Context: an optimization exercise on an open-source flow, tuned for small area. The choices shown serve that exercise and are no tape-out recipe. Function was checked by simulation only, so behaviour that the tests miss may differ from the original. The flow treats the clock pin as an ideal source, which a real chip does not have. Power is estimated from default activity; no workload was simulated.

$ cat design/flow/design.v
module sd_slv_reg(
  rst, clk, 
  csdR
);
input          rst;
input          clk;
output [126:0] csdR;
reg    [126:0] csdR;
always @ (posedge clk or posedge rst) begin
  if(rst) begin
    csdR <= 127'h0;
  end
  else begin
    csdR <= {
      2'b00,
      6'b00_0000,
      8'h00,
      8'h00,
      8'h32,
      12'b010110110101,
      4'h0,
      1'b1,
      1'b0,
      1'b0,
      1'b0,
      2'b00,
      12'h000,
      3'b000,
      3'b000,
      3'b000,
      3'b000,
      3'b000,
      1'b0,
      7'b0000000,
      7'b0000000,
      1'b0,
      2'b00,
      3'b000,
      4'h0,
      1'b0,
      5'b00000,
      1'b0,
      1'b0,
      1'b0,
      1'b0,
      2'b00,
      2'b00,
      7'b0000000
    };
  end
end
endmodule
module sd_slv_cmr(
  rst, clk, cmd_in, ind_clr, size, ind, ok, rsp_end, acmd_06,
  crc_clrq, cmd_inq2, crc_calc_enq, crc_clac, rca_ok, 
  cmd_16, cmd_17, blk_len_by, bus_width, start_add_q
);
input         rst;
input         clk;    
input         cmd_in; 
input        ind_clr; 
input         size  ; 
output [ 5:0] ind;    
output        ok;     
output   rsp_end;     
input    acmd_06;
output        crc_clrq;
output        cmd_inq2;
output        crc_calc_enq;
input   [6:0] crc_clac;
output        rca_ok;    
input         cmd_16;
input         cmd_17;
output [ 9:0] blk_len_by;
output [ 1:0] bus_width;
output [ 9:0] start_add_q;
reg           ok;
reg       rsp_end;
reg        crc_calc_enq;
reg        crc_from_cmq;
reg  [6:0] crc_regq;
reg        cmd_q;       
reg        cmd_inq2;    
reg  [7:0] cnt_q;       
reg        rsp_q;       
wire       crc_clrq;
reg  [5:0] ind;
reg        rca_ok;
reg        rca_lb;
reg        rca_exp;
reg  [9:0] cmd_reg_in_q;
reg  [9:0] blk_len_by;
reg  [9:0] start_add_q;
reg  [1:0] bus_width;
wire       idle     =!(|cnt_q);
wire       start    =idle && !cmd_q;
wire [7:0] cmd_cnt  =rsp_q ? 8'd0 : cnt_q;
wire       cnt_end  =(cnt_q == 8'd47 && !size) || (cnt_q == 8'd135 && size);
wire       cmd_start=start &&  cmd_in;
wire ind_shift=!rsp_q && cnt_q[7:3] == 5'd0 && cnt_q[2:1] != 2'd0;
wire rca_shift=!rsp_q && cnt_q >= 8'd9 && cnt_q <= 8'd23;
wire reg_shift=!rsp_q && cnt_q >= 8'd9 && cnt_q <= 8'd39;
wire crc_calc_eni=
  (!crc_calc_enq && cmd_start) ||
  ( crc_calc_enq && cmd_cnt != 8'd41  && !size) ||
  ( crc_calc_enq && cmd_cnt != 8'd129 &&  size);
wire crc_from_cmi=
  (!crc_from_cmq && cmd_cnt == 8'd39  && !size) || 
  (!crc_from_cmq && cmd_cnt == 8'd127 &&  size) || 
  ( crc_from_cmq && cmd_cnt != 8'd46  && !size) ||
  ( crc_from_cmq && cmd_cnt != 8'd134 &&  size);
always @(*) begin
  case (cnt_q[4:0])
    5'd11, 5'd14, 5'd18, 5'd19, 5'd21: rca_exp=1'b1;
    default: rca_exp=1'b0;
  endcase
end
assign crc_clrq=(!size && cnt_q == 8'd47) || (size && cnt_q == 8'd134);
always @ (posedge clk or posedge rst) begin
  if(rst) begin
    cmd_q       <= 1'b1;
    cnt_q       <= 8'd0;
    rsp_q       <= 1'b0;
    crc_calc_enq<= 1'b0;
    crc_regq    <= 7'h0;
    crc_from_cmq<= 1'b0;
    ok          <= 1'b0;
    ind         <= 6'h0;
    rsp_end     <= 1'b0;
    rca_ok      <= 1'b0;
    rca_lb      <= 1'b0;
    blk_len_by  <=10'h0;
    start_add_q <=10'h0;
    bus_width   <= 2'b0;
  end else begin
    cmd_q       <= cmd_in;
    cnt_q       <= start ? 8'd2 : (cnt_end || idle) ? 8'd0 : cnt_q + 8'd1;
    if (start) rsp_q <= !cmd_in;
    crc_calc_enq<= crc_calc_eni;
    if (crc_from_cmq) crc_regq <= {crc_regq[5:0], cmd_in};
    crc_from_cmq<= crc_from_cmi;
    ok          <= crc_clrq && (crc_clac == crc_regq);
    if (ind_clr) ind <= 6'd0;
    else if (ind_shift) ind <= {ind[4:0], cmd_in};
    rsp_end     <= rsp_q && cnt_q == 8'd135;
    if (rca_shift) begin
      rca_ok <= (cnt_q == 8'd9 ? !rca_lb : rca_ok) && (cmd_in == rca_exp);
      if (cnt_q == 8'd23) rca_lb <= cmd_in;
    end
    if (cmd_16)  blk_len_by  <= cmd_reg_in_q;
    if (cmd_17)  start_add_q <= cmd_reg_in_q;
    if (acmd_06) bus_width   <= cmd_reg_in_q[1:0];
  end
end
always @ (posedge clk) begin
  cmd_inq2 <= cmd_q;
  if (reg_shift) cmd_reg_in_q <= {cmd_reg_in_q[8:0], cmd_in};
end
endmodule
module sd_slv_fsm(
  rst, clk, ind, ok, clr, rsp_end, rca_ok,
  cmd_c, e_acmd_41, size, c_state
);
  input         rst;
  input         clk;    
  input  [ 5:0] ind;    
  input         ok;     
  input        clr;     
  input    rsp_end;     
  input     rca_ok;     
  output [ 3:0] cmd_c;  
  output     e_acmd_41; 
  output          size; 
  output [ 2:0] c_state; 
  localparam C_02=4'd0, C_NO=4'd1, C_55=4'd2, C_41=4'd3, C_06=4'd4,
             C_07=4'd5, C_16=4'd6, C_17=4'd7, C_03=4'd8, C_09=4'd9,
             C_10=4'd10;
  parameter CS_IDLE =3'd0;
  parameter CS_RDEAY=3'd1;
  parameter CS_IDENT=3'd2;
  parameter CS_STBY =3'd3;
  parameter CS_TRAN =3'd4;
  reg  [3:0] cmd_c;
  reg  [3:0] cmd_ci;
  reg        cmd_00;
  reg  e_acmd_41;
  reg        size;
  reg  [2:0] c_state;
  reg  [2:0] n_state;
  always @(*) begin
    case (ind)
      6'd2   : cmd_ci=C_02;
      6'd3   : cmd_ci=C_03;
      6'd6   : cmd_ci=C_06;
      6'd7   : cmd_ci=C_07;
      6'd9   : cmd_ci=C_09;
      6'd10  : cmd_ci=C_10;
      6'd16  : cmd_ci=C_16;
      6'd17  : cmd_ci=C_17;
      6'd41  : cmd_ci=C_41;
      6'd55  : cmd_ci=C_55;
      default: cmd_ci=C_NO;
    endcase
  end
  always @(*) begin
    n_state=c_state;
    case (c_state)
      CS_IDLE : if(cmd_c == C_41) n_state=CS_RDEAY;
      CS_RDEAY: if(cmd_00) n_state=CS_IDLE; else if(cmd_c == C_02) n_state=CS_IDENT;
      CS_IDENT: if(cmd_00) n_state=CS_IDLE; else if(cmd_c == C_03) n_state=CS_STBY;
      CS_STBY : if(cmd_00) n_state=CS_IDLE; else if(cmd_c == C_07 && rca_ok) n_state=CS_TRAN;
      CS_TRAN : if(cmd_00) n_state=CS_IDLE;
      default : n_state=CS_IDLE;
    endcase
  end
  always @ (posedge clk or posedge rst) begin
    if(rst) begin
      c_state   <= CS_IDLE;
      cmd_c     <= C_NO;
      cmd_00    <= 1'b0;
      e_acmd_41 <= 1'b0;
      size      <= 1'b0;
    end else begin
      c_state   <= n_state;
      cmd_c     <= ok ? cmd_ci : C_NO;
      if (ok) cmd_00 <= ind == 6'd0;
      e_acmd_41 <= (ok && ind == 6'd41) || (e_acmd_41 && !clr);
      if (ok && (ind == 6'd55 || ind == 6'd41)) size <= 1'b0;
      else if (ok && (ind == 6'd2 || ind == 6'd10 || ind == 6'd9)) size <= 1'b1;
      else if (rsp_end) size <= 1'b0;
    end
  end
endmodule
module sd_slv_rsp (
  rst, clk, sel, cst, size, crc, start, 
  cmd_od, cmd_oe, cmd_od1, cmd_oe1, 
  crc_calc, crc_clrq, ind_clr
);
  input          rst;
  input          clk;    
  input  [  3:0] sel;    
  input  [  2:0] cst;    
  input         size;    
  input  [  6:0] crc;    
  input        start;    
  output      cmd_od;    
  output      cmd_oe;    
  output      cmd_od1;   
  output      cmd_oe1;   
  output      crc_calc;
  output      crc_clrq;
  output      ind_clr;
  localparam S_CID=4'd0, S_ONE=4'd1, S_55=4'd2, S_41=4'd3, S_06=4'd4,
             S_07=4'd5, S_16=4'd6, S_17=4'd7, S_03=4'd8, S_CSD=4'd9;
  reg  [  7:0] cnt_q;
  wire [  7:0] cnt_i;
  reg  [  3:0] sel_q;
  reg  [  2:0] cst_q;
  reg  [  7:0] idx_q;
  reg          cmd_oe;
  wire         cmd_oei;
  reg          crc_clrq;
  wire         crc_clri;
  reg          cmd_oe1;
  wire         cmd_oe1i;
  reg          cmd_od1;
  wire         cmd_od1i;
  reg          cmd_od0;
  reg          crc_calc;
  wire         crc_calci;
  reg          crc_mux;
  wire         crc_muxi;
  reg  [  6:0] crc_q;
  wire [  6:0] crc_i;
  reg          ind_clr;
  wire         ind_clri;
  assign cnt_i=
  (start &&  size) ? 8'd137 :
  (start && !size) ? 8'd49  :
  (|cnt_q)                     ? (cnt_q - 8'd1) :
  cnt_q;
  reg [135:0] v;
  always @(*) begin
    case (sel_q)
      S_55 : v={2'b00,6'd55,19'd0,1'b0,cst_q,9'b000000000,8'b0000000_1,88'h0};
      S_41 : v={2'b00,6'd63,19'd0,1'b0,cst_q,9'b000100000,8'b1111111_1,88'h0};
      S_06 : v={2'b00,6'd6 ,19'd0,1'b0,cst_q,9'b000100000,8'b0000000_1,88'h0};
      S_07 : v={2'b00,6'd7 ,19'd0,1'b0,cst_q,9'b000000000,8'b0000000_1,88'h0};
      S_16 : v={2'b00,6'd16,19'd0,1'b0,cst_q,9'b000000000,8'b0000000_1,88'h0};
      S_17 : v={2'b00,6'd17,19'd0,1'b0,cst_q,9'b000000000,8'b0000000_1,88'h0};
      S_03 : v={8'b00_000011,16'h1234,16'h0,8'h01,88'h0};
      S_CID: v={8'b00_111111,127'h201234567,1'b1};
      S_CSD: v={8'b00_111111,127'h192da840000000000000000000,1'b1};
      default: v={136{1'b1}};
    endcase
  end
  assign cmd_od=(idx_q < 8'd136) ? v[8'd135 - idx_q] : 1'b0;
  assign cmd_oei=(!cmd_oe && start) || (cmd_oe && cnt_q != 8'd2);
  assign crc_clri=(cnt_q == 8'd1);
  assign cmd_oe1i =
  (!size && !cmd_oe1 && cnt_q == 8'd48 ) || 
  ( size && !cmd_oe1 && cnt_q == 8'd136) || 
  (          cmd_oe1 && cnt_q != 8'd0 );
  assign ind_clri=cmd_oe1i & ~cmd_oe1;
  assign crc_calci=
  (!crc_calc && start && !size) || 
  (!crc_calc && cnt_q == 8'd130   &&  size) || 
  ( crc_calc && cnt_q != 8'd10);
  assign crc_muxi=(!crc_mux && cnt_q == 8'd9) || (crc_mux && cnt_q != 8'd2);
  assign cmd_od1i=!crc_mux ? cmd_od0 : crc_q[6];
  assign crc_i   =!crc_mux ? crc : {crc_q[6:0], 1'b0};
  always @ (posedge clk or posedge rst) begin
    if(rst) begin
      cnt_q   <= 8'h0;
      cmd_oe  <= 1'b0;
      crc_clrq<= 1'b0;
      cmd_oe1 <= 1'b0;
      ind_clr <= 1'b0;
      crc_calc<= 1'b0;
      crc_mux <= 1'b0;
    end else begin
      cnt_q   <= cnt_i;
      cmd_oe  <= cmd_oei;
      crc_clrq<= crc_clri;
      cmd_oe1 <= cmd_oe1i;
      ind_clr <= ind_clri;
      crc_calc<= crc_calci;
      crc_mux <= crc_muxi;
    end
  end  
  always @ (posedge clk) begin
    if (!(|cnt_q)) begin
      sel_q <= sel;
      cst_q <= cst;
      idx_q <= 8'd0;
    end else if (!(idx_q[7] && idx_q[3])) begin
      idx_q <= idx_q + 8'd1;
    end
    cmd_od1 <= cmd_od1i;
    cmd_od0 <= cmd_od;
    crc_q   <= crc_i;
  end
endmodule
module sd_slv_cr7(rst, clk, clr, din, cen, all_one, crc);
  input        rst;
  input        clk;
  input        clr;
  input        din;
  input        cen;
  input        all_one;  
  output [6:0] crc;
  reg  q6, q5, q4, q3, q2, q1, q0;
  wire d6, d5, d4, d3, d2, d1, d0;
  assign d0=din^q6;
  assign d1=q0;
  assign d2=q1;
  assign d3=q2^d0;
  assign d4=q3;
  assign d5=q4;
  assign d6=q5;
  assign crc={q6, q5, q4, q3, q2, q1, q0};
always @ (posedge clk or posedge rst) begin
  if(rst) begin
    q0<=1'b0;
    q1<=1'b0;
    q2<=1'b0;
    q3<=1'b0;
    q4<=1'b0;
    q5<=1'b0;
    q6<=1'b0;
  end else begin
    if(clr) begin
        q0<=1'b0;
        q1<=1'b0;
        q2<=1'b0;
        q3<=1'b0;
        q4<=1'b0;
        q5<=1'b0;
        q6<=1'b0;
    end else begin
      if(all_one) begin
        q0<=1'b1;
        q1<=1'b1;
        q2<=1'b1;
        q3<=1'b1;
        q4<=1'b1;
        q5<=1'b1;
        q6<=1'b1;
      end else begin
        if(cen) begin
          q0<=d0;
          q1<=d1;
          q2<=d2;
          q3<=d3;
          q4<=d4;
          q5<=d5;
          q6<=d6;
        end
      end
    end
  end
end
endmodule
module sd_slv_c16(rst, clk, clr, din, cen, sft, q);
  input         rst;
  input         clk;
  input         clr;
  input         din;
  input         cen;
  input         sft;  
  output        q  ;
  reg  [15:0] C;
  wire [15:0] d;
  wire i;
  assign q=C[15];
  assign i=cen & (din ^ C[15]);
  assign d={C[14:12], C[11]^i, C[10:5], C[4]^i, C[3:0], i};
always @ (posedge clk) begin
  if(clr) begin
    C <= 16'h0;
  end else begin
    C <= d;
  end
end
endmodule
module sd_slv_rom(a, e, s, q, ck);
  input  [ 9:0] a;  
  input         e;  
  input         s;  
  output [ 3:0] q;
  input         ck;
  wire   [ 3:0] O;
  wire   [ 3:0] d;
  reg    [ 3:0] q;
  always @ (posedge ck) q <= d;
  wire   z = a == 10'd0;
  assign O = a[8] ? a[7:4] : {a[3] | z, a[2], a[1] | z, a[0]};
  assign d=
  (e && ~s) ? O :
  (e &&  s) ? {q[0], q[3:1]} : 
  4'b1111;  
endmodule
module sd_slv_adg (
  rst, clk, bus_width, read, ldad, adln,
  addr, shift, en_rom, sft, readq, mem_enq, crc_enq
);
  input  rst;
  input  clk;
  input  [1:0] bus_width;  
  input        read     ;  
  input  [9:0] ldad     ;  
  input  [9:0] adln     ;  
  output [9:0] addr     ;  
  output       shift    ;  
  output       en_rom   ;  
  output       sft      ;  
  output       readq    ;  
  output       mem_enq  ;  
  output       crc_enq  ;  
  reg          readq    ;  
  reg          en_romq  ;  
  reg          en_rom   ;  
  wire         en_romi  ;  
  reg          sft      ;  
  wire         sfti     ;  
  reg    [9:0] addr     ;  
  wire   [9:0] addri    ;  
  reg    [9:0] addrend  ;  
  wire   [9:0] addrendi ;  
  reg    [1:0] bitCnt   ;  
  wire   [1:0] bitCnti  ;  
  reg   [10:0] bit1Cnt  ;  
  wire  [10:0] bit1Cnti ;  
  reg          shift    ;  
  wire         shifti   ;  
  reg    [3:0] crcCnt;
  wire   [3:0] crcCnti;
  reg          mem_enq;
  wire         mem_eni;
  reg          crc_enq;
  wire         crc_eni;
  wire         crc_endi;
  reg          crc_endq;
  assign crc_eni=
  (!crc_enq && en_rom && !en_romq) || 
  ( crc_enq && bit1Cnt !=  addrend         && bus_width == 2'b10) ||
  ( crc_enq && bit1Cnt != {addrend, 2'b00} && bus_width == 2'b00);
  assign mem_eni=en_rom;
  assign addrendi=read ? (ldad + {adln[8:0], 1'b0}) : addrend;
  assign addri=
  read                                      ? ldad   :
  (en_rom && bus_width == 2'b10)            ? addr+1 :  
  (en_rom && bus_width == 2'b00 && &bitCnt) ? addr+1 :  
  addr;
  assign bitCnti=
  (bus_width == 2'b10          ) ?          2'b00 :
  (bus_width == 2'b00 && read  ) ? bitCnt + 2'b01 : 
  (bus_width == 2'b00 && en_rom) ? bitCnt + 2'b01 : 
  bitCnt;
  assign bit1Cnti=
  readq                                               ?           11'd1 :
  (bit1Cnt == {addrend, 2'b00} && bus_width == 2'b00) ?           11'd0 :
  (bit1Cnt ==  addrend         && bus_width == 2'b10) ?           11'd0 :
  (bit1Cnt   != 11'h0                               ) ? bit1Cnt + 11'd1 :
  bit1Cnt;
  assign shifti=
  (bitCnt != 2'b11 && bus_width == 2'b00) ? 1'b1 : 1'b0;
  assign en_romi=
  (!en_rom && read) || 
  ( en_rom && bit1Cnt != addrend          && bus_width == 2'b10) ||
  ( en_rom && bit1Cnt != {addrend, 2'b00} && bus_width == 2'b00);
  assign crc_endi=crcCnt != 4'd15;
  assign sfti=(
    (!sft && !crc_eni && crc_enq) ||  
    ( sft && crc_endq           )
  );
  assign crcCnti=
  (crcCnt != 4'd0) ? (crcCnt + 4'd1) :  
  sft              ?           4'd1  : crcCnt;
  always @ (posedge clk or posedge rst) begin
    if(rst) begin
      bitCnt  <=  2'h0;
      bit1Cnt <= 11'd0;
      en_rom  <=  1'b0;
      en_romq <=  1'b0;
      sft     <=  1'b0;
      crcCnt  <=  4'd0;
      crc_endq<=  1'b0;
      readq   <=  1'b0;  
      mem_enq <=  1'b0;
      crc_enq <=  1'b0;
    end
    else begin
      bitCnt  <= bitCnti;
      bit1Cnt <= bit1Cnti;
      en_romq <= en_rom;
      en_rom  <= en_romi;
      sft     <= sfti;
      crcCnt  <= crcCnti;
      crc_endq<= crc_endi;
      readq   <= read;  
      mem_enq <= mem_eni;
      crc_enq <= crc_eni;
    end
  end
  always @ (posedge clk) begin
    addr    <= addri;
    addrend <= addrendi;
    shift   <= shifti;
  end
endmodule
module sd_slv_Rmx (
  rst, clk,
  read, cen, cen_rom,
  din, crc,
  e,
  crcC, dout
);
  input  rst;
  input  clk;
  input        read; 
  input        cen ; 
  input     cen_rom; 
  input  [3:0] din;  
  input  [3:0] crc;  
  output       e  ;
  output       crcC; 
  output [3:0] dout;
  reg    [3:0] dout;
  wire   [3:0] douti;
  reg    [3:0] dinq;
  reg          cen_romq;
  reg          readq   ;
  reg          cenq    ;
  reg          e       ;
  reg    [3:0] crcq    ;  
  wire stop_en = cenq & ~cen;
  wire ei = cen_romq | cen | cenq;
  assign douti=
  readq   ? 4'h0 : 
  cen_romq? dinq : 
  stop_en ? 4'hf :
  cenq    ? crcq : 1'b1;
  assign crcC =read;
  always @ (posedge clk or posedge rst) begin
    if(rst) begin
      e       <= 1'b0;
      readq   <= 1'b0;
      cen_romq<= 1'b0;
      cenq    <= 1'b0;
    end else begin
      e       <= ei;
      readq   <= read;
      cen_romq<= cen_rom;
      cenq    <= cen;
    end
  end
  always @ (posedge clk) begin
    dinq    <= din;
    dout    <= douti;
    crcq    <= crc;
  end
endmodule
module sd_slv_mem (
  rst, clk,
  bus_width, read, ldad, adln,
  e, q
);
  input  rst;
  input  clk;
  input  [1:0] bus_width;  
  input        read     ;  
  input  [9:0] ldad     ;  
  input  [9:0] adln     ;  
  output       e        ;  
  output [3:0] q        ;  
  wire   [9:0] addr     ;  
  wire         shift    ;  
  wire         sft      ;  
  wire   [3:0] qi       ;  
  wire         cen_rom  ;  
  wire         crcC     ;  
  wire [3:0]   crc_16   ;  
  wire mem_enq;
  wire readq;    
  wire crc_enq;  
  sd_slv_adg u_adg (  
    .rst(rst),
    .clk(clk),
    .bus_width(bus_width),  
    .read     (read     ),  
    .ldad     (ldad     ),  
    .adln     (adln     ),  
    .addr     (addr     ),  
    .shift    (shift    ),  
    .en_rom   (cen_rom  ),  
    .sft      (sft      ),  
    .readq    (readq    ),  
    .mem_enq  (mem_enq  ),  
    .crc_enq  (crc_enq  )   
  ); 
  sd_slv_rom u_rom (
    .a(addr   ),  
    .e(cen_rom),  
    .s(shift  ),  
    .q(qi     ),  
    .ck(clk   ) 
  ); 
  sd_slv_c16 u_c16A (
    .rst(rst    ),
    .clk(clk    ),
    .clr(crcC   ),
    .din(qi[0]  ),
    .cen(crc_enq), 
    .sft(sft    ), 
    .q  (crc_16[0]) 
  ); 
  sd_slv_c16 u_c16B (
    .rst(rst    ),
    .clk(clk    ),
    .clr(crcC   ),
    .din(qi[1]  ),
    .cen(crc_enq), 
    .sft(sft    ), 
    .q  (crc_16[1]) 
  ); 
  sd_slv_c16 u_c16C (
    .rst(rst    ),
    .clk(clk    ),
    .clr(crcC   ),
    .din(qi[2]  ),
    .cen(crc_enq), 
    .sft(sft    ), 
    .q  (crc_16[2]) 
  ); 
  sd_slv_c16 u_c16D (
    .rst(rst    ),
    .clk(clk    ),
    .clr(crcC   ),
    .din(qi[3]  ),
    .cen(crc_enq), 
    .sft(sft    ), 
    .q  (crc_16[3]) 
  ); 
  sd_slv_Rmx u_Rmx ( 
    .rst    (rst    ),
    .clk    (clk    ),
    .read   (readq  ),  
    .cen    (sft    ),  
    .cen_rom(cen_rom),  
    .din    (qi     ),  
    .crc    (crc_16 ),  
    .e      (e      ),
    .crcC(crcC  ),  
    .dout(q     )
  ); 
endmodule
module sd_slv_top(CLK, rst, CMD_i, CMD_o, CMD_oe, DATA_o, DATA_oe);
  input        CLK;
  input        rst;
  input        CMD_i;   
  output       CMD_o;   
  output       CMD_oe;  
  output [3:0] DATA_o;  
  output [3:0] DATA_oe; 
  wire         CMD;     
  wire  [ 5:0] ind;
  wire         ok;
  wire  [ 3:0] cmd_c;
  wire      e_acmd_41;
  wire         size;
  wire         rsp_end;
  wire         crc_clrq;
  wire         cmd_inq2;
  wire         crc_calc_enq;
  wire   [6:0] crc_clac;
  wire         rsp_oe;
  wire         rsp_od;
  wire         rsp_oe1;
  wire         rsp_od1;
  wire         crc_calc;
  wire         rsp_clrq;
  wire         rca_ok;
  wire [  9:0] blk_len_by;
  wire [  1:0] bus_width;
  wire [  2:0] c_state;
  wire [  9:0] start_add_q;
  wire       clr_mx;
  wire       din_mx;
  wire       cen_mx;
  wire       ind_clr;
  wire [3:0] rsp_sel =
    (cmd_c == 4'd10) ? (rca_ok ? 4'd0 : 4'd1) :
    (cmd_c == 4'd9 ) ? (rca_ok ? 4'd9 : 4'd1) :
    cmd_c;
  wire start_rsp = cmd_c != 4'd1;
  assign CMD    = rsp_oe1 ? rsp_od1 : CMD_i;
  assign CMD_o  = rsp_od1;
  assign CMD_oe = rsp_oe1;
  sd_slv_cmr u_cmr (
    .rst(rst),
    .clk(CLK),
    .cmd_in(CMD),
    .ind_clr(ind_clr),
    .size(size ),
    .ind(ind),
    .ok (ok ),
    .rsp_end(rsp_end),
    .acmd_06(cmd_c == 4'd4),
    .crc_clrq(crc_clrq),
    .cmd_inq2(cmd_inq2),
    .crc_calc_enq(crc_calc_enq),
    .crc_clac(crc_clac),
    .rca_ok(rca_ok),
    .cmd_16     (cmd_c == 4'd6),
    .cmd_17     (cmd_c == 4'd7),
    .blk_len_by (blk_len_by ),
    .bus_width  (bus_width  ),
    .start_add_q(start_add_q)
  );
  sd_slv_fsm u_fsm (
    .rst(rst),
    .clk(CLK),
    .ind(ind),
    .ok (ok ),
    .clr(clr_mx),
    .rsp_end(rsp_end),
    .rca_ok(rca_ok),
    .cmd_c(cmd_c),
    .e_acmd_41(e_acmd_41),
    .size(size),
    .c_state(c_state)
  );
  sd_slv_rsp u_rsp (
    .rst(rst),
    .clk(CLK),
    .sel (rsp_sel ),
    .cst (c_state ),
    .size(size),
    .crc  (crc_clac ),
    .start(start_rsp),
    .cmd_od (rsp_od ),
    .cmd_oe (rsp_oe ),
    .cmd_od1(rsp_od1),
    .cmd_oe1(rsp_oe1),
    .crc_calc(crc_calc),
    .crc_clrq(rsp_clrq),
    .ind_clr (ind_clr)
  );
  assign clr_mx=rsp_oe ? rsp_clrq : crc_clrq;
  assign din_mx=rsp_oe ? rsp_od   : cmd_inq2;
  assign cen_mx=rsp_oe ? crc_calc : crc_calc_enq;
  sd_slv_cr7 u_crc7 (
    .rst(rst),  
    .clk(CLK),  
    .clr(clr_mx),
    .din(din_mx),
    .cen(cen_mx),
    .all_one(e_acmd_41),
    .crc(crc_clac)
  );
  wire [3:0] mem_data;
  wire       mem_Doen;
  sd_slv_mem u_mem (
    .rst(rst),
    .clk(CLK),
    .bus_width(bus_width  ),
    .read     (cmd_c == 4'd7),
    .ldad(start_add_q),
    .adln(blk_len_by ),
    .e(mem_Doen),
    .q(mem_data) 
  );
  assign DATA_o    = mem_data;
  assign DATA_oe[3] = bus_width == 2'b10 && mem_Doen;
  assign DATA_oe[2] = bus_width == 2'b10 && mem_Doen;
  assign DATA_oe[1] = bus_width == 2'b10 && mem_Doen;
  assign DATA_oe[0] =                       mem_Doen;
endmodule
$ cat design/flow/flow/run.sh
#!/bin/bash
# Own flow: the standard layout (standard.sh) with three changes.
# 1. After the standard synthesis, the combinational logic is optimised and
#    mapped again by Yosys/ABC for area (reopt.tcl). The flip-flops are left
#    exactly as the standard synthesis made them: same instances, names and
#    cells. The new netlist is used only if Yosys proves it equivalent to the
#    standard one (reopt_equiv.tcl); otherwise the standard netlist is kept.
#    It runs with four ABC seeds and keeps the smallest proven netlist.
# 2. The clock tree is built without dummy load cells, with a clkbuf_8 root
#    and clkbuf_16 sink buffers over clusters of up to 30 registers within
#    100 um (CTS_ARGS replaces ORFS's clock_tree_synthesis arguments).
# 3. The port buffers are the smallest buffer (BUFFER_PORTS_ARGS).
# Each tool's output goes to a log of its own in the work folder.
set -euo pipefail
export CTS_ARGS="-sink_clustering_enable -repair_clock_nets -sink_clustering_size 30 -sink_clustering_max_diameter 100 -dont_use_dummy_load -root_buf sky130_fd_sc_hd__clkbuf_8 -sink_clustering_buffer sky130_fd_sc_hd__clkbuf_16"
export BUFFER_PORTS_ARGS="-buffer_cell sky130_fd_sc_hd__buf_1"

bash standard.sh synth > synth.log 2>&1

R=orfs/results/sky130hd/sd_slv_top/base
cp "$R/1_2_yosys.v" 1_2_yosys_standard.v
YOSYS=yosys
if [[ -x "$FLOW_HOME/../tools/install/yosys/bin/yosys" ]]; then
  YOSYS="$FLOW_HOME/../tools/install/yosys/bin/yosys"
fi
export REOPT_LIB="$FLOW_HOME/platforms/sky130hd/lib/sky130_fd_sc_hd__tt_025C_1v80.lib"
export REOPT_IN=1_2_yosys_standard.v
# Four runs of the re-optimisation with different ABC seeds, in parallel;
# the smallest netlist that Yosys proves equivalent is used.
for s in 0 1 2 3; do
  mkdir -p reopt_$s
  sed "s/@SEED@/$s/" flow/reopt.abc > reopt_$s/reopt.abc
  ( cd reopt_$s &&
    REOPT_SCRIPT="$PWD/reopt.abc" REOPT_IN=../1_2_yosys_standard.v \
    REOPT_OUT=1_2_yosys_reopt.v "$YOSYS" -c ../flow/reopt.tcl > reopt.log 2>&1 &&
    REOPT_IN=../1_2_yosys_standard.v REOPT_OUT=1_2_yosys_reopt.v \
    "$YOSYS" -c ../flow/reopt_equiv.tcl > reopt_equiv.log 2>&1 &&
    grep 'Chip area' reopt_stat_after.txt | tail -1 | awk '{print $NF}' > area.txt ) &
done
wait
best=""
best_area=""
for s in 0 1 2 3; do
  if [[ -s reopt_$s/area.txt ]]; then
    a=$(cat reopt_$s/area.txt)
    if [[ -z "$best" ]] || awk -v a="$a" -v b="$best_area" 'BEGIN{exit !(a < b)}'; then
      best=$s
      best_area=$a
    fi
  fi
done
if [[ -n "$best" ]]; then
  echo "using the re-optimised netlist of seed $best (area $best_area)" > reopt_result.txt
  cp reopt_$best/1_2_yosys_reopt.v "$R/1_2_yosys.v"
  rm -f "$R/1_synth.odb" "$R/1_synth.sdc"
else
  echo "keeping the standard netlist" > reopt_result.txt
fi

bash standard.sh > standard.log 2>&1
$ cat design/flow/flow/reopt.abc
strash
&get -n
&deepsyn -T 240 -S @SEED@
&put
&get -n
&dch -f
&nf -R 1000 -p -C 32
&put
$ cat design/flow/flow/reopt.tcl
# Map the combinational logic of the standard synthesis again, for area.
# The flip-flop cells are read as black boxes, so they and their names stay
# as they are; every other cell is read as its Liberty function and mapped
# again by ABC, without the platform's don't-use cells.
yosys -import
set lib $::env(REOPT_LIB)
set dont_use {
  sky130_fd_sc_hd__probe_p_8 sky130_fd_sc_hd__probec_p_8
  sky130_fd_sc_hd__lpflow_bleeder_1
  sky130_fd_sc_hd__lpflow_clkbufkapwr_1 sky130_fd_sc_hd__lpflow_clkbufkapwr_16
  sky130_fd_sc_hd__lpflow_clkbufkapwr_2 sky130_fd_sc_hd__lpflow_clkbufkapwr_4
  sky130_fd_sc_hd__lpflow_clkbufkapwr_8
  sky130_fd_sc_hd__lpflow_clkinvkapwr_1 sky130_fd_sc_hd__lpflow_clkinvkapwr_16
  sky130_fd_sc_hd__lpflow_clkinvkapwr_2 sky130_fd_sc_hd__lpflow_clkinvkapwr_4
  sky130_fd_sc_hd__lpflow_clkinvkapwr_8
  sky130_fd_sc_hd__lpflow_decapkapwr_12 sky130_fd_sc_hd__lpflow_decapkapwr_3
  sky130_fd_sc_hd__lpflow_decapkapwr_4 sky130_fd_sc_hd__lpflow_decapkapwr_6
  sky130_fd_sc_hd__lpflow_decapkapwr_8
  sky130_fd_sc_hd__lpflow_inputiso0n_1 sky130_fd_sc_hd__lpflow_inputiso0p_1
  sky130_fd_sc_hd__lpflow_inputiso1n_1 sky130_fd_sc_hd__lpflow_inputiso1p_1
  sky130_fd_sc_hd__lpflow_inputisolatch_1
  sky130_fd_sc_hd__lpflow_isobufsrc_1 sky130_fd_sc_hd__lpflow_isobufsrc_16
  sky130_fd_sc_hd__lpflow_isobufsrc_2 sky130_fd_sc_hd__lpflow_isobufsrc_4
  sky130_fd_sc_hd__lpflow_isobufsrc_8 sky130_fd_sc_hd__lpflow_isobufsrckapwr_16
  sky130_fd_sc_hd__lpflow_lsbuf_lh_hl_isowell_tap_1
  sky130_fd_sc_hd__lpflow_lsbuf_lh_hl_isowell_tap_2
  sky130_fd_sc_hd__lpflow_lsbuf_lh_hl_isowell_tap_4
  sky130_fd_sc_hd__lpflow_lsbuf_lh_isowell_4
  sky130_fd_sc_hd__lpflow_lsbuf_lh_isowell_tap_1
  sky130_fd_sc_hd__lpflow_lsbuf_lh_isowell_tap_2
  sky130_fd_sc_hd__lpflow_lsbuf_lh_isowell_tap_4
}
set du_args {}
foreach c $dont_use { lappend du_args -dont_use $c }

read_liberty -ignore_miss_func $lib
blackbox sky130_fd_sc_hd__df* sky130_fd_sc_hd__edf* sky130_fd_sc_hd__sdf* sky130_fd_sc_hd__dl* sky130_fd_sc_hd__conb_1
read_verilog $::env(REOPT_IN)
hierarchy -top sd_slv_top
tee -o reopt_stat_before.txt stat -liberty $lib
flatten
opt_clean
# the cells ABC places need their interfaces
read_liberty -lib -overwrite -ignore_miss_func $lib
abc -liberty $lib {*}$du_args -script $::env(REOPT_SCRIPT)
opt_clean -purge
setundef -zero
splitnets
opt_clean -purge
hilomap -singleton -hicell sky130_fd_sc_hd__conb_1 HI -locell sky130_fd_sc_hd__conb_1 LO
insbuf -buf sky130_fd_sc_hd__buf_4 A X
hierarchy -top sd_slv_top
check -assert -mapped
tee -o reopt_stat_after.txt stat -liberty $lib
write_verilog -noattr -nohex -nodec $::env(REOPT_OUT)
$ cat design/flow/flow/reopt_equiv.tcl
# Prove the re-optimised netlist equivalent to the standard one: both read
# with the cells' Liberty functions, registers paired by their (unchanged)
# instance names, the auto-named internal nets hidden so only real names pair.
yosys -import
read_liberty -ignore_miss_func $::env(REOPT_LIB)
read_verilog $::env(REOPT_IN)
yosys rename sd_slv_top gold
read_verilog $::env(REOPT_OUT)
yosys rename sd_slv_top gate
flatten gold gate
opt_clean gold gate
yosys rename -hide gold/w:_* gate/w:_*
async2sync
equiv_make gold gate equiv
hierarchy -top equiv
equiv_simple -seq 2 equiv
equiv_induct equiv
equiv_status -assert equiv
$ cat design/flow/standard.sh
#!/bin/bash
# synth_recipe.tcl (not shown) runs the flow's synth.tcl, then flattens the netlist and writes it again
# the make line also repeats each setting of config.mk as NAME=value (left out here)
make -C /OpenROAD-flow-scripts/flow DESIGN_CONFIG=/design/flow/config.mk WORK_HOME=/design/flow/orfs CLKGATE_MAP_FILE= SYNTH_SCRIPT=/design/flow/synth_recipe.tcl "${@:-finish}"
$ cat design/flow/config.mk
export PLATFORM = sky130hd
export DESIGN_NAME = sd_slv_top
export DESIGN_NICKNAME = sd_slv_top
export VERILOG_FILES = /design/flow/design.v
export SDC_FILE = /design/flow/constraint.sdc
export NUM_CORES = 4
export LEC_CHECK = 0
export CAP_MARGIN = 20
export CORE_MARGIN = 2
export CORE_UTILIZATION = 70
export PLACE_DENSITY = 0.85
export SLEW_MARGIN = 20
$ cat design/flow/constraint.sdc
create_clock -name core_clock -period 10.0 [get_ports {CLK}]
set_input_delay 2.0000 -clock core_clock [delete_from_list [all_inputs] [get_ports {CLK}]]
set_output_delay 2.0000 -clock core_clock [all_outputs]
set_load 0.01 [all_outputs]
==> results.txt <==
## flip-flops by register name, summed over array words and instances (netlist names), 6 cells and up
signal,cells
u_cmr.cmd_reg_in_q,10
u_cmr.cnt_q,8
u_cmr.crc_regq,7
u_mem.u_c16B.C,16
u_rsp.idx_q,8
u_mem.u_adg.addrend,10
u_rsp.crc_q,7
u_rsp.cnt_q,8
u_cmr.start_add_q,10
u_cmr.blk_len_by,9
u_mem.u_c16D.C,16
u_cmr.ind,6
u_mem.u_adg.addr,10
u_mem.u_c16C.C,16
u_mem.u_c16A.C,16
u_mem.u_adg.bit1Cnt,11
## final timing paths
kind	endpoint	slack, ns	cells past startpoint
setup / recovery	u_mem.u_adg.bitCnt[1]$_DFFE_PP0P_	6.30	9
hold / removal	u_mem.u_Rmx.crcq[2]$_DFF_P_	0.37	0
setup reg to reg	u_mem.u_adg.bitCnt[1]$_DFFE_PP0P_	6.30	9
hold reg to reg	u_mem.u_Rmx.crcq[2]$_DFF_P_	0.37	0
max in group asynchronous	u_crc7.q1$_DFFE_PP0P_	7.18	3
min in group asynchronous	u_cmr.start_add_q[0]$_DFFE_PP0P_	1.55	2
## metrics by stage
| step | hold slack (ns) | cells | util | power, W | setup WS [ns] |
|---|---|---|---|---|---|
| final | 0.371 | 1078 | 0.757 | 0.00186 | 6.30 |
| after global routing | 0.383 | 1078 | 0.757 | 0.00194 | 5.98 |
| after CTS | 0.373 | 1078 | 0.756 | 0.00186 | 6.34 |
| after detailed placement | 0.356 | 1066 | 0.736 | 0.00141 | 6.40 |
| after global placement | 0.354 | 1066 | 0.735 | 0.00139 | 6.59 |
| after floorplan | 0.346 | 880 | - | 0.00133 | 6.17 |
## area by class of cell
cell class / instances / area share
multi-input cells: 602 / 0.358
well taps: 176 / 0.0220
flip-flops and latches: 243 / 0.576
clock buffers: 12 / 0.0266
repair buffers: 14 / 0.00599
inverters: 31 / 0.0119
## routing by layer
metal,global-route usage,vias to the layer above
met5,0,-
met4,0.0705,0
met3,0.0302,47
met2,0.443,209
met1,0.315,3163
li1,-,3152
## power groups by stage
stage	Sequential [W]	Combinational, W	Clock, W
global route	0.00119	0.000248	0.000504
floorplan	0.00116	0.000174	0
finish	0.00117	0.000222	0.000468
detailed placement	0.00119	0.000219	0
global placement	0.00118	0.000203	0
CTS	0.00117	0.000219	0.000475
==> key figures <==
Run status
  • Result of the run: complete, no violations

Drt
  • Total met3 wirelength after detailed routing: 674 um
  • Number of DRC markers after the initial detailed-route iteration: 584
  • First drt pass iteration count: 5
  • Final wirelength: 17600 um
  • Post-route ant nets: 0
  • Wirelength per Cell: 16.3 um
  • DRC violation count after routing: 0
  • Routed metal-1 wire length: 7440 um
  • DR vias: 6571
  • Highest routed layer: met4
  • Routed via count divided by cell count: 6.10
  • Detail Route met2 WL: 9080 um

Global route
  • Number of antenna violations at the first check in global routing: 0
  • Overall track demand over capacity in global routing: 0.247
  • Number of global-route vias before repair: 6406
  • Wire length of the first global-routing pass: 29500 um
  • Largest net degree at the start of global routing: 75
  • Total congestion overflow: 0

STA
  • Share of the clock period used by the worst path: 0.370
  • Achievable clock frequency: 270 MHz
  • Setup Skew: 0.0711 ns
  • Max-slew headroom: 0.342
  • Sum of negative setup slack: 0 ns
  • Final hold viol count: 0
  • Pins over their slew limit: 0
  • Slew at the pin with the worst max-slew slack: 0.981 ns
  • Final critical delay including setup and external delays: 3.70 ns
  • Number of failing setup endpoints in the final timing report: 0
  • Setup repair after global routing missed its margin: no

Floorplanning
  • Starting density of the core: 0.716
  • Standard-cell rows: 42
  • Horizontal extent of the die: 120 um
  • # IOs: 13
  • Floorplan die area: 14500 sq um
  • Height of the die: 120 um
  • Area of the core region: 13200 sq um

Placement
  • Half-perimeter wire length after detailed placement: 12100 um
  • Count of input and output buffers: 12
  • Routability congestion estimate from global placement: 0.883
  • Placed Instance Area: 9750 sq um

Layout
  • Area added between synthesis and finish: 5.74%
  • Multi-input logic area: 3580 sq um
  • # diodes: 0
  • Filler cell count: 914
  • Most used cells in the layout excluding fill and tap cells: sky130_fd_sc_hd__nor2_1 (111), sky130_fd_sc_hd__dfrtp_1 (105), sky130_fd_sc_hd__dfxtp_1 (99)
  • Layout Nets: 907
  • Most common cell after layout, fill and taps aside: sky130_fd_sc_hd__nor2_1
  • Fraction of layout cells with a size suffix above 1: 0.0211
  • Final std cell area, no fill: 10000 sq um
  • Flip-flop and latch area: 5770 sq um

Clock network
  • Total of hold buffers inserted after clock tree synthesis: 0
  • Setup Fix Bufs, Post-CTS: 0
  • Total CTS buffers: 12
  • Count of cells resized by post-cts repair: 0
  • Clock transition at path regs: 0.11 ns
  • Later-pin clock latency in the skew report: 0.53 ns
  • Count of clock tree sinks: 243
  • TritonCTS clock tree: done

Power and ir drop
  • Cell area power density: 186 nW/um^2
  • NetSw: 0.000504 W
  • Portion of total power attributed to the clock network: 0.251
  • Maximum VDD drop: 190 uV
  • Part of the power in registers: 0.629
  • Internal Power: 0.00136 W
  • Pleak: 4.06 nW
  • Switching part of the total power: 0.271
  • Combinational cell fraction of total power: 0.119

Setup path
  • Setup crit start: u_fsm.cmd_c[3]$_DFF_PP0_
  • Peak fanout along the critical path: 36
  • CP max-delay cell: sky130_fd_sc_hd__clkinv_1
  • Setup CP Type: reg2reg
  • Startpoint of the most critical register-to-register path: u_fsm.cmd_c[3]$_DFF_PP0_
  • Cell class contributing the biggest share of worst-path delay: simple AND/OR/NAND/NOR gates
  • Crit path required time: 10.37 ns
  • Critical path buffers and inverters: 1
  • Category of the worst setup path capture point: flip-flop
  • Sequence of cells on the critical path: nand2b_1, or2_0, clkinv_1, nor2_1, nor2_1, xor2_1, o21ai_0, a21oi_1, a21oi_1
  • Largest stage delay on the critical path: 1.08 ns
  • Data arrival time of the critical path: 4.07 ns
  • Crit path launch type: flip-flop

Synthesis
  • Post-Syn Area: 9480 sq um
  • Mean instance size in the synthesized netlist: 10.8 sq um
  • Post-Synthesis Net Count: 883
  • Count of warnings emitted by yosys: 8
  • Cells after synthesis: 880

Hold path
  • Hold WC Path Type: reg2reg
  • Launch point of the worst hold path: u_mem.u_c16C.C[15]$_SDFF_PP0_

Job
  • Max-cap violation count: 0

==> port drivers added, routing unchanged <==
Ports are ideal in the flow. The routed layout listed here was re-timed in OpenROAD.
Step 1: set_driving_cell puts a clkbuf_16 on CLK and a buf_2 on each other input, an assumption about the parent block.
Step 2 also shifts input and output timing later by t, the mid clock arrival at the registers, as if the neighbouring blocks saw the same clock.
Three values: no drivers, after step 1, after step 2; two values: the first two.
t (ns): 0.526
slack for setup (ns): 6.301 / 6.301 / 6.301
hold WS [ns]: 0.371 / 0.371 / 0.371
worst setup path after step 2: register to register
After both steps setup and hold are still met in this run. The setup slack of this run moves by 0.000 ns with the drivers and by 0.000 ns with both steps.
